Context: an optimization exercise on an open-source flow, tuned for small area, a short achievable clock period and few clock cycles. The choices shown serve that exercise and are no tape-out recipe. The RTL was checked by simulation tests, not by an equivalence proof against the original design. The flow treats the clock pin as an ideal source. Dropping or thinning the clock tree relies on that and would not hold on a real chip. Power figures rest on the tool's default switching activity, not on a simulated workload.

==> flow/design.v <==
`timescale 1ns/10ps
module LBP ( clk, reset, gray_addr, gray_req, gray_ready, gray_data, lbp_addr, lbp_valid, lbp_data, finish);
input   	clk;
input   	reset;
output      [13:0] 	gray_addr;
output  reg      	gray_req;
input   	    gray_ready;
input   [7:0] 	gray_data;
output  reg [13:0] 	lbp_addr;
output  reg 	lbp_valid;
output  reg [7:0] 	lbp_data;
output  reg 	finish;
localparam K = 10;
reg        run;       
reg [3:0]  idx;       
reg [3:0]  rh;        
reg [6:0]  col;       
reg        cend;      
reg        at7;       
reg        last;      
reg        v1, f1;    
reg        first;     
reg        wrapped;   
assign gray_addr = {rh, idx[2:0], col};
wire [3:0] idx_n = !run ? 4'd0 : last ? 4'd0 : idx + 4'd1;
wire [6:0] col_n = last ? col + 7'd1 : col;
wire [3:0] rh_p1 = rh + 4'd1;
wire [3:0] rh_m1 = rh - 4'd1;
wire [3:0] rh_n = at7 ? rh_p1 : (last & ~cend) ? rh_m1 : rh;
always @(posedge clk or posedge reset) begin
    if (reset) run <= 1'b0;
    else run <= run | gray_ready;
end
always @(posedge clk) begin
    if (!run) begin
        idx <= 4'd0;
        rh <= 4'd0;
        col <= 7'd0;
        cend <= 1'b0;
        at7 <= 1'b0;
        last <= 1'b0;
        first <= 1'b0;
        wrapped <= 1'b0;
    end else begin
        first <= last;
        wrapped <= last & cend;
        idx <= idx_n;
        rh <= rh_n;
        col <= col_n;
        if (last) cend <= (col == 7'd126);
        at7 <= (idx == 4'd6);
        last <= (idx == 4'd8);
    end
end
wire [2:0] idx_m2 = idx[2:0] - 3'd2;
wire [6:0] lrow = first ? {(wrapped ? rh : rh_p1), 3'd0} : {(idx[3] ? rh_m1 : rh), idx_m2};
wire [6:0] lcol = col + {6'b111111, ~first};    
function [1:0] cmp2;
    input [7:0] a, b;
    reg [7:0] g, p;
    reg g76, p76, g54, p54, g32, p32, g10, p10, g74, p74, g30, p30, gg, pp;
    begin
        g = a & ~b;
        p = a | ~b;
        g76 = g[7] | (p[7] & g[6]);  p76 = p[7] & p[6];
        g54 = g[5] | (p[5] & g[4]);  p54 = p[5] & p[4];
        g32 = g[3] | (p[3] & g[2]);  p32 = p[3] & p[2];
        g10 = g[1] | (p[1] & g[0]);  p10 = p[1] & p[0];
        g74 = g76 | (p76 & g54);     p74 = p76 & p54;
        g30 = g32 | (p32 & g10);     p30 = p32 & p10;
        gg  = g74 | (p74 & g30);     pp  = p74 & p30;
        cmp2 = {gg | pp, ~gg};
    end
endfunction
reg [7:0]  sr [0:K+1];  
reg [2:0]  pb [0:K];    
reg        q5;          
reg        q1;          
reg        q2a, q2b;    
wire [7:0] p  = sr[0];      
wire [7:0] dl = sr[K-1];    
wire [7:0] l  = sr[K];      
wire [7:0] ul = sr[K+1];    
wire p_ge_ul, ul_ge_p, p_ge_l, l_ge_p, p_ge_dl, dl_ge_p, l_ge_ul, ul_ge_l;
assign {p_ge_ul, ul_ge_p} = cmp2(p, ul);
assign {p_ge_l,  l_ge_p}  = cmp2(p, l);
assign {p_ge_dl, dl_ge_p} = cmp2(p, dl);
assign {l_ge_ul, ul_ge_l} = cmp2(l, ul);
integer j;
always @(posedge clk) begin
    sr[0] <= gray_data;
    for (j = 1; j <= K+1; j = j + 1) sr[j] <= sr[j-1];
    pb[0] <= {dl_ge_p, l_ge_p, ul_ge_p};
    for (j = 1; j <= K; j = j + 1) pb[j] <= pb[j-1];
    q5 <= p_ge_l;
    q1 <= ul_ge_l;
    q2a <= p_ge_dl;
    q2b <= q2a;
    gray_req <= run | gray_ready;
    v1 <= run && (idx[3:1] != 3'd0) && (col[6:1] != 6'd0) && !(rh == 4'd0 && idx[3]);
    f1 <= run && cend && (rh == 4'd15) && (idx == 4'd7);
    lbp_valid <= v1 & run;    
    finish <= f1 & run;
    lbp_addr <= {lrow, lcol};
    lbp_data <= {p_ge_ul, l_ge_ul, pb[K][2], q5, pb[K][1], q2b, q1, pb[K][0]};
end
endmodule
clock: 3.3 ns
lec_check: 0
cap_margin: 20
core_margin: 2
core_utilization: 55
place_density: 0.75
setup_slack_margin: 1.85
slew_margin: 20
standard.sh (not shown) runs the stock make flow with config.mk's settings and CLKGATE_MAP_FILE= SYNTH_SCRIPT=/design/flow/synth_recipe.tcl, a recipe that flattens the netlist after the stock synthesis.
==> flow/flow/run.sh <==
#!/bin/bash
# Own layout flow: the standard flow (standard.sh, unchanged synthesis),
# with two hooks: flow/ports.tcl after global placement sets the port
# buffers' cells (POST_GLOBAL_PLACE_TCL), and flow/clock_tree.tcl builds a
# two-level clock tree before CTS, which TritonCTS then skips (PRE_CTS_TCL).
# standard.sh's output goes to standard.log; each ORFS step keeps its own log
# under orfs/logs.
set -euo pipefail
cd "$(dirname "$0")/.."
export POST_GLOBAL_PLACE_TCL="$(pwd)/flow/ports.tcl"
export PRE_CTS_TCL="$(pwd)/flow/clock_tree.tcl"
export MY_CLK_NLEAF=12 MY_CLK_LEAF=sky130_fd_sc_hd__clkinv_4 MY_CLK_TOP=sky130_fd_sc_hd__clkinv_8
bash standard.sh > standard.log 2>&1
==> flow/flow/clock_tree.tcl <==
# Clock tree of two levels, built before CTS (PRE_CTS_TCL); the CTS command
# itself is then skipped. The registers are split by balanced k-means on their
# places into NLEAF groups, each clocked by a leaf buffer at its centre; the
# leaf buffers are split the same way into NTOP groups, each driven by a top
# buffer at its centre, and the clock port drives the NTOP top buffers.
proc env_or {name default} {
  if {[info exists ::env($name)]} { return $::env($name) }
  return $default
}
set nleaf [env_or MY_CLK_NLEAF 8]
set ntop [env_or MY_CLK_NTOP 4]
set leafcell [env_or MY_CLK_LEAF sky130_fd_sc_hd__clkbuf_16]
set topcell [env_or MY_CLK_TOP sky130_fd_sc_hd__clkbuf_8]

# balanced k-means of points {x y} into k groups of at most ceil(n/k);
# returns the group of each point
proc bkmeans {pts k} {
  set n [llength $pts]
  set mx 0.0; set my 0.0
  foreach p $pts { set mx [expr {$mx + [lindex $p 0]}]; set my [expr {$my + [lindex $p 1]}] }
  set mx [expr {$mx / $n}]; set my [expr {$my / $n}]
  set order {}
  for {set i 0} {$i < $n} {incr i} {
    set p [lindex $pts $i]
    lappend order [list $i [expr {atan2([lindex $p 1] - $my, [lindex $p 0] - $mx)}]]
  }
  set order [lsort -real -index 1 $order]
  set assign [lrepeat $n 0]
  for {set j 0} {$j < $n} {incr j} { lset assign [lindex $order $j 0] [expr {$j * $k / $n}] }
  set cap [expr {($n + $k - 1) / $k}]
  for {set iter 0} {$iter < 50} {incr iter} {
    set cx [lrepeat $k 0.0]; set cy [lrepeat $k 0.0]; set cn [lrepeat $k 0]
    for {set i 0} {$i < $n} {incr i} {
      set c [lindex $assign $i]; set p [lindex $pts $i]
      lset cx $c [expr {[lindex $cx $c] + [lindex $p 0]}]
      lset cy $c [expr {[lindex $cy $c] + [lindex $p 1]}]
      lset cn $c [expr {[lindex $cn $c] + 1}]
    }
    for {set c 0} {$c < $k} {incr c} {
      if {[lindex $cn $c] > 0} {
        lset cx $c [expr {[lindex $cx $c] / [lindex $cn $c]}]
        lset cy $c [expr {[lindex $cy $c] / [lindex $cn $c]}]
      }
    }
    set pairs {}
    for {set i 0} {$i < $n} {incr i} {
      set p [lindex $pts $i]
      for {set c 0} {$c < $k} {incr c} {
        lappend pairs [list [expr {abs([lindex $p 0] - [lindex $cx $c]) + abs([lindex $p 1] - [lindex $cy $c])}] $i $c]
      }
    }
    set new [lrepeat $n -1]; set used [lrepeat $k 0]
    foreach pr [lsort -real -index 0 $pairs] {
      lassign $pr d i c
      if {[lindex $new $i] >= 0 || [lindex $used $c] >= $cap} { continue }
      lset new $i $c
      lset used $c [expr {[lindex $used $c] + 1}]
    }
    if {$new eq $assign} { break }
    set assign $new
  }
  return $assign
}

# centre of each group
proc centres {pts assign k} {
  set cx [lrepeat $k 0.0]; set cy [lrepeat $k 0.0]; set cn [lrepeat $k 0]
  foreach p $pts c $assign {
    lset cx $c [expr {[lindex $cx $c] + [lindex $p 0]}]
    lset cy $c [expr {[lindex $cy $c] + [lindex $p 1]}]
    lset cn $c [expr {[lindex $cn $c] + 1}]
  }
  set out {}
  for {set c 0} {$c < $k} {incr c} {
    lappend out [list [expr {[lindex $cx $c] / max(1, [lindex $cn $c])}] [expr {[lindex $cy $c] / max(1, [lindex $cn $c])}]]
  }
  return $out
}

set block [ord::get_db_block]
set core [$block getCoreArea]
proc add_buffer {name cell at in_net} {
  set block [ord::get_db_block]
  set core [$block getCoreArea]
  set master [[ord::get_db] findMaster $cell]
  set inst [odb::dbInst_create $block $master $name]
  set x [expr {int([lindex $at 0]) - [$master getWidth] / 2}]
  set y [expr {int([lindex $at 1]) - [$master getHeight] / 2}]
  set x [expr {max([$core xMin], min($x, [$core xMax] - [$master getWidth]))}]
  set y [expr {max([$core yMin], min($y, [$core yMax] - [$master getHeight]))}]
  $inst setLocation $x $y
  $inst setPlacementStatus PLACED
  set net [odb::dbNet_create $block clknet_$name]
  $net setSigType CLOCK
  [$inst findITerm A] connect $in_net
  [$inst findITerm [expr {[string match "*inv*" $cell] ? "Y" : "X"}]] connect $net
  return $net
}

set clk_net [$block findNet clk]
set sinks [$clk_net getITerms]
set pts {}
foreach it $sinks {
  set bb [[$it getInst] getBBox]
  lappend pts [list [expr {([$bb xMin] + [$bb xMax]) / 2.0}] [expr {([$bb yMin] + [$bb yMax]) / 2.0}]]
}
set leaf_of [bkmeans $pts $nleaf]
set leaf_at [centres $pts $leaf_of $nleaf]
set top_of [bkmeans $leaf_at $ntop]
set top_at [centres $leaf_at $top_of $ntop]

set top_net {}
for {set t 0} {$t < $ntop} {incr t} {
  lappend top_net [add_buffer clktop_$t $topcell [lindex $top_at $t] $clk_net]
}
for {set c 0} {$c < $nleaf} {incr c} {
  set net [add_buffer clkleaf_$c $leafcell [lindex $leaf_at $c] [lindex $top_net [lindex $top_of $c]]]
  set cnt 0
  foreach it $sinks g $leaf_of {
    if {$g == $c} { $it disconnect; $it connect $net; incr cnt }
  }
  puts "clock leaf $c (top [lindex $top_of $c]) at [lindex $leaf_at $c] drives $cnt registers"
}
set_propagated_clock [all_clocks]
rename clock_tree_synthesis {}
proc clock_tree_synthesis {args} { puts "clock_tree_synthesis skipped: the clock tree is built by clock_tree.tcl" }
# the tree's inverters are its own: no cloning next to the registers
rename repair_clock_inverters {}
proc repair_clock_inverters {args} { puts "repair_clock_inverters skipped: the clock tree is built by clock_tree.tcl" }
Other scripts of this flow, unchanged in this note and not shown: flow/flow/ports.tcl
Testbench counts at the start, summed over its fixed seeds: cycles 163,840.
Edit:
CORE_UTILIZATION = 65   (was 55)
PLACE_DENSITY = 0.85   (was 0.75)
SETUP_SLACK_MARGIN = 1.95   (was 1.85)
After rerunning: The new run completed without violations; setup slack improves by 0.044 ns; global-route usage rose by 4.1 points; sequential share of layout area drops by 3.1 points; critical path depth increases by 4; clock skew goes up by 0.0070 ns.
Edit:
--- a/flow/flow/run.sh
+++ b/flow/flow/run.sh
@@ -12 +12 @@
-export MY_CLK_NLEAF=12 MY_CLK_LEAF=sky130_fd_sc_hd__clkinv_4 MY_CLK_TOP=sky130_fd_sc_hd__clkinv_8
+export MY_CLK_NLEAF=16 MY_CLK_LEAF=sky130_fd_sc_hd__clkinv_4 MY_CLK_TOP=sky130_fd_sc_hd__clkinv_8
CORE_UTILIZATION = 55   (was 65)
PLACE_DENSITY = 0.75   (was 0.85)
SETUP_SLACK_MARGIN = 1.925   (was 1.95)
Clock skew went down by 0.0093 ns.
Combinational power fell by about 20%.
Routed wire length came out lower by about 10%.
Synthesized cell count does not change.
Global-route usage falls by 3.8 points.
Edit:
--- a/flow/flow/run.sh
+++ b/flow/flow/run.sh
@@ -12 +12 @@
-export MY_CLK_NLEAF=16 MY_CLK_LEAF=sky130_fd_sc_hd__clkinv_4 MY_CLK_TOP=sky130_fd_sc_hd__clkinv_8
+export MY_CLK_NLEAF=12 MY_CLK_LEAF=sky130_fd_sc_hd__clkinv_4 MY_CLK_TOP=sky130_fd_sc_hd__clkinv_8
CORE_UTILIZATION = 60   (was 55)
PLACE_DENSITY = 0.8   (was 0.75)
SETUP_SLACK_MARGIN = 1.9   (was 1.925)
=> The changed run passed the timing, DRC and antenna checks; routed wire length is higher slightly; synthesized area is unchanged; synthesized cell count is unchanged; worst setup slack got worse by 0.025 ns; die area is lower by a little under a tenth; cell area is lower slightly; worst hold slack got worse by 0.0044 ns; sequential power hardly moves; power is lower by a few percent; combinational power is lower by roughly a tenth.
No run of this note takes its clock network from TritonCTS; it comes from the design's own scripts or RTL.

==> static timing again, ports no longer ideal <==
Ports are ideal in the flow. The routed layouts listed here were re-timed in OpenROAD. Step 1, drivers: a clkbuf_16 drives clk and a buf_2 each remaining input, both assumed. Step 2 moves the port delays by t, midway between the first and last clock arrival at a register: inputs arrive t later, outputs are due t later. That takes back most of the time a late clock gives input paths. a / b / c = no drivers / after step 1 / after step 2; a / b = the first two.
| run | t (ns) | slack for setup (ns) | clock arrival spread, ns | worst slew at a driven data input, ns | pins driven straight from the clock port |
|---|---|---|---|---|---|
| the first run | 0.269 | 1.896 / 1.763 / 1.914 | 0.024 / 0.024 | 0.03 | 4 |
| the second run | 0.272 | 1.940 / 1.830 / 1.940 | 0.029 / 0.030 | 0.03 | 4 |
| the third run | 0.272 | 1.942 / 1.825 / 1.942 | 0.020 / 0.020 | 0.03 | 4 |
| the fourth run | 0.273 | 1.917 / 1.800 / 1.917 | 0.028 / 0.027 | 0.03 | 4 |
After both steps setup and hold are still met in every run listed.
